Background: an optimization exercise with open tools, aiming at small area, a short achievable clock period and few clock cycles. Do not read the settings as production practice.
Only simulation tests tie the RTL to the original design; equivalence was not proved.

==> flow/design.v <==
`timescale 1ns/1ps
module muldiv_unit(
    input  logic clk,
    input  logic rst_n,
    input                muldiv_start, 
    input [2:0]          muldiv_op, 
    input [32-1:0]    muldiv_a, 
    input [32-1:0]    muldiv_b, 
    input [1-1:0] muldiv_hart_id, 
    input [4:0]          muldiv_rd,
    output                muldiv_busy, 
    output                muldiv_done, 
    output [32-1:0]    muldiv_result, 
    output [1-1:0] muldiv_done_hart_id, 
    output [4:0]          muldiv_done_rd
);
    logic st_mul, st_div, st_sw1, st_sw2, st_fix1, st_fix2;
    logic busy_r, done_r;
    logic [32:0] x;       
    logic [36:0] h;       
    logic [35:0] l;       
    logic [5:0]  n;       
    logic        op_div, op_rem;
    logic        sa, sb;  
    logic        sel_rem, sel_mulh;
    logic [1-1:0]  tag_hid;
    logic [5-1:0] tag_rd;
    logic c0n, c1n;
    logic [36:0] y0;
    logic [34:0] y1m;
    wire [36:0] y1  = {y1m, c1n, c1n};
    wire [36:0] cs  = h ^ y0 ^ y1;
    wire [36:0] cc  = {((h[35:0] & y0[35:0]) | (h[35:0] & y1[35:0]) | (y0[35:0] & y1[35:0])), c1n};
    wire [36:0] s   = cs + cc + {36'd0, c0n};
    wire q   = ~s[36];
    wire xnz = |x[31:0];
    logic [31:0] sm;
    always_comb begin
        sm = x[32] ? ~x[31:0] : x[31:0];    
        sm = sm | (sm >> 1);
        sm = sm | (sm >> 2);
        sm = sm | (sm >> 4);
        sm = sm | (sm >> 8);
        sm = sm | (sm >> 16);
    end
    wire [31:0] lm = sm >> 1;    
    wire [47:0] v16 = {h[32:0], l[31:17]};
    wire [35:0] v4  = {h[32:0], l[31:29]};
    wire ok16 = (n >= 6'd16) && (!xnz || ((v16 & ~{16'd0, lm}) == 48'd0));
    wire ok4  = (n >= 6'd4)  && (!xnz || ((v4  & ~{4'd0,  lm}) == 36'd0));
    wire fill = !xnz;
    wire negres = op_rem ? sa : ((sa ^ sb) && xnz);
    wire last_div = ok16 ? (n == 6'd16) : ok4 ? (n == 6'd4) : (n == 6'd1);
    function automatic [2:0] bdec(input [2:0] b);    
        case (b)
            3'b001, 3'b010: bdec = 3'b100;
            3'b011:         bdec = 3'b010;
            3'b100:         bdec = 3'b011;
            3'b101, 3'b110: bdec = 3'b101;
            default:        bdec = 3'b000;
        endcase
    endfunction
    wire in_div  = muldiv_op[2];
    wire in_sa   = in_div & ~muldiv_op[0] & muldiv_a[31];
    wire in_sb   = in_div & ~muldiv_op[0] & muldiv_b[31];
    wire a_sext  = (muldiv_op == 3'd1) || (muldiv_op == 3'd3);
    wire b_sext  = (muldiv_op == 3'd1) || (in_div && !muldiv_op[0]);
    wire idle    = !busy_r;
    wire start   = idle && muldiv_start;
    wire mul_end = st_mul && (n == 6'd1);
    wire div_end = st_div && last_div;
    wire nx_mul  = (start && !in_div) || (st_mul && !mul_end);
    wire nx_sw1  = start && in_div && in_sa;
    wire nx_sw2  = st_sw1;
    wire nx_div  = (start && in_div && !in_sa) || st_sw2 ||
                   (st_div && !last_div);
    wire nx_fix1 = div_end && negres;
    wire nx_fix2 = st_fix1;
    wire nx_done = mul_end || (div_end && !negres) || st_fix2;
    always_ff @(posedge clk or negedge rst_n) begin
        if (!rst_n) begin
            st_mul <= 1'b0; st_div <= 1'b0; st_sw1 <= 1'b0; st_sw2 <= 1'b0;
            st_fix1 <= 1'b0; st_fix2 <= 1'b0;
            busy_r <= 1'b0;
            done_r <= 1'b0;
        end else begin
            st_mul  <= nx_mul;
            st_div  <= nx_div;
            st_sw1  <= nx_sw1;
            st_sw2  <= nx_sw2;
            st_fix1 <= nx_fix1;
            st_fix2 <= nx_fix2;
            busy_r  <= nx_mul | nx_div | nx_sw1 | nx_sw2 | nx_fix1 | nx_fix2;
            done_r  <= nx_done;
        end
    end
    logic [32:0] x_nx;
    always_comb begin
        if (idle)                     x_nx = {b_sext & muldiv_b[31], muldiv_b};
        else if (st_sw1 || st_sw2)    x_nx = {st_sw2 & sb & l[31], l[31:0]};
        else if (st_fix1)             x_nx = {1'b0, (op_rem ? h[32:1] : l[31:0])};
        else                          x_nx = x;
    end
    logic [2:0] d0_nx, d1_nx;
    always_comb begin
        if (idle) begin
            d0_nx = in_div ? {2'b10, ~in_sa & ~in_sb} : bdec({muldiv_a[1:0], 1'b0});
            d1_nx = in_div ? 3'b000 : bdec(muldiv_a[3:1]);
        end else if (st_mul) begin
            d0_nx = bdec(l[5:3]);
            d1_nx = bdec(l[7:5]);
        end else begin
            d0_nx = {2'b10, (st_sw1 || st_fix1) ? 1'b1 : ~sb};
            d1_nx = 3'b000;
        end
    end
    wire [36:0] xn37 = {{4{x_nx[32]}}, x_nx};
    always_ff @(posedge clk) begin
        x   <= x_nx;
        c0n <= d0_nx[0];
        c1n <= d1_nx[0];
        y0  <= (({37{d0_nx[2]}} & xn37) | ({37{d0_nx[1]}} & {xn37[35:0], 1'b0})) ^ {37{d0_nx[0]}};
        y1m <= (({35{d1_nx[2]}} & xn37[34:0]) | ({35{d1_nx[1]}} & {xn37[33:0], 1'b0})) ^ {35{d1_nx[0]}};
    end
    always_ff @(posedge clk) begin
        if (idle) begin
            l        <= {{4{a_sext & muldiv_a[31]}}, muldiv_a};
            h        <= 37'd0;
            n        <= in_div ? 6'd33 : 6'd9;
            op_div   <= in_div;
            op_rem   <= muldiv_op[1];
            sa       <= in_sa;
            sb       <= in_sb;
            sel_rem  <= in_div & muldiv_op[1];
            sel_mulh <= ~in_div & (muldiv_op[1:0] != 2'b00);
            tag_hid  <= muldiv_hart_id;
            tag_rd   <= muldiv_rd;
        end else begin
            if (st_mul) begin
                h <= {{4{s[36]}}, s[36:4]};
                l <= {s[3:0], l[35:4]};
                n <= n - 6'd1;
            end
            if (st_sw1 || st_sw2) begin
                l <= {4'd0, s[31:0]};
                h <= 37'd0;
            end
            if (st_div) begin
                if (ok16) begin
                    h <= {4'd0, h[16:0], l[31:16]};
                    l <= {l[19:0], {16{fill}}};
                    n <= n - 6'd16;
                end else if (ok4) begin
                    h <= {4'd0, h[28:0], l[31:28]};
                    l <= {l[31:0], {4{fill}}};
                    n <= n - 6'd4;
                end else begin
                    h <= {4'd0, (q ? s[31:0] : h[31:0]), l[31]};
                    l <= {l[34:0], q};
                    n <= n - 6'd1;
                end
            end
            if (st_fix1) begin
                h <= 37'd0;
                l <= {4'd0, s[31:0]};
            end
            if (st_fix2) begin
                h       <= 37'd0;
                l       <= {4'd0, s[31:0]};
                sel_rem <= 1'b0;
            end
        end
    end
    assign muldiv_busy         = busy_r;
    assign muldiv_done         = done_r;
    assign muldiv_result       = sel_rem  ? h[32:1] :
                                 sel_mulh ? {h[27:0], l[35:32]} :
                                 l[31:0];
    assign muldiv_done_hart_id = tag_hid;
    assign muldiv_done_rd      = tag_rd;
endmodule
==> flow/config.mk <==
export PLATFORM = sky130hd
export DESIGN_NAME = muldiv_unit
export DESIGN_NICKNAME = muldiv_unit
export VERILOG_FILES = /design/flow/design.v
export SDC_FILE = /design/flow/constraint.sdc
export NUM_CORES = 4
export LEC_CHECK = 0
export CAP_MARGIN = 20
export CORE_MARGIN = 2
export CORE_UTILIZATION = 45
export PLACE_DENSITY = 0.65
export SLEW_MARGIN = 20
==> flow/constraint.sdc <==
create_clock -name core_clock -period 11.0 [get_ports {clk}]
set_input_delay 2.2000 -clock core_clock [delete_from_list [all_inputs] [get_ports {clk}]]
set_output_delay 2.2000 -clock core_clock [all_outputs]
set_load 0.01 [all_outputs]
standard.sh (not shown) runs the stock make flow with config.mk's settings and CLKGATE_MAP_FILE= SYNTH_SCRIPT=/design/flow/synth_recipe.tcl, a recipe that flattens the netlist after the stock synthesis.
==> flow/flow/run.sh <==
#!/bin/bash
cp standard.sh standard.sh.txt
export SETUP_SLACK_MARGIN=7
bash standard.sh > standard.log 2>&1
The starting point finished with timing, DRC and antenna clean.
Testbench counts at the start, summed over its fixed seeds: cycles 120,341.
Next try:
==> flow/flow/run.sh (replaced) <==
#!/bin/bash
cp standard.sh standard.sh.txt
export SETUP_SLACK_MARGIN=8
bash standard.sh > standard.log 2>&1
- CORE_UTILIZATION: 45 -> 25
- PLACE_DENSITY: 0.65 -> 0.5
Wire length is higher by a quarter to a third.
Worst hold slack improves by 13 ps.
Fmax is lower slightly.
Synthesized cell count is unchanged.
Next try:
==> flow/flow/run.sh (replaced) <==
#!/bin/bash
cp standard.sh standard.sh.txt
export SETUP_SLACK_MARGIN=7
bash standard.sh > standard.log 2>&1
- CORE_UTILIZATION: 25 -> 50
- PLACE_DENSITY: 0.5 -> 0.7
Effect: Clock-buffer cell count is lower by 1; design area is lower by 20%; final cell count is lower by 21%; critical path depth is higher by 2; worst setup slack is better by 40 ps; die area is lower by 49%.
Next try:
- CORE_UTILIZATION: 50 -> 25
- PLACE_DENSITY: 0.7 -> 0.5
=>
- The changed run passed the timing, design-rule and antenna checks
- global-route usage is lower by 18 points
- clock-buffer cell count is higher by 4
- first-iteration DRC count is lower by 21%
- cell count is higher by 19%
- wire length is higher by about 8%
- area after synthesis is unchanged
- sequential share of layout area is lower by 0.95 points
- fmax is higher by about 0.47%

-- what the ideal ports hide --
The results above use ideal ports. As a check the final layouts listed here were re-extracted and re-timed, cells and wires unchanged.
Step 1 (the two cells are an assumption about what drives the block):
set clk [get_ports {clk}]
set_driving_cell -lib_cell sky130_fd_sc_hd__clkbuf_16 $clk
set_driving_cell -lib_cell sky130_fd_sc_hd__buf_2 [delete_from_list [all_inputs] $clk]
Step 2 times the ports against the registers' clock, not the clock port: input delays grow and output delays shrink by t, the midpoint of the rising clock arrivals with the driver on.
Slacks: ideal ports / drivers / drivers and shift; pairs: ideal ports / drivers.
run | shift t [ns] | slack for setup (ns) | hold slack, ns | worst register clock-pin slew, ns
the first run | 0.524 | 6.884 / 6.884 / 6.560 | 0.513 / 0.513 / 0.513 | 0.09 / 0.09
the second run | 0.565 | 6.851 / 6.851 / 6.851 | 0.526 / 0.526 / 0.526 | 0.09 / 0.09
the third run | 0.537 | 6.892 / 6.885 / 6.491 | 0.519 / 0.519 / 0.519 | 0.10 / 0.10
the fourth run | 0.566 | 6.911 / 6.884 / 6.535 | 0.532 / 0.532 / 0.532 | 0.09 / 0.09
After both steps every run listed still meets setup and hold. For the third run, which loses most, drivers alone change the setup slack by -0.007 ns; drivers and shift together by -0.401 ns.
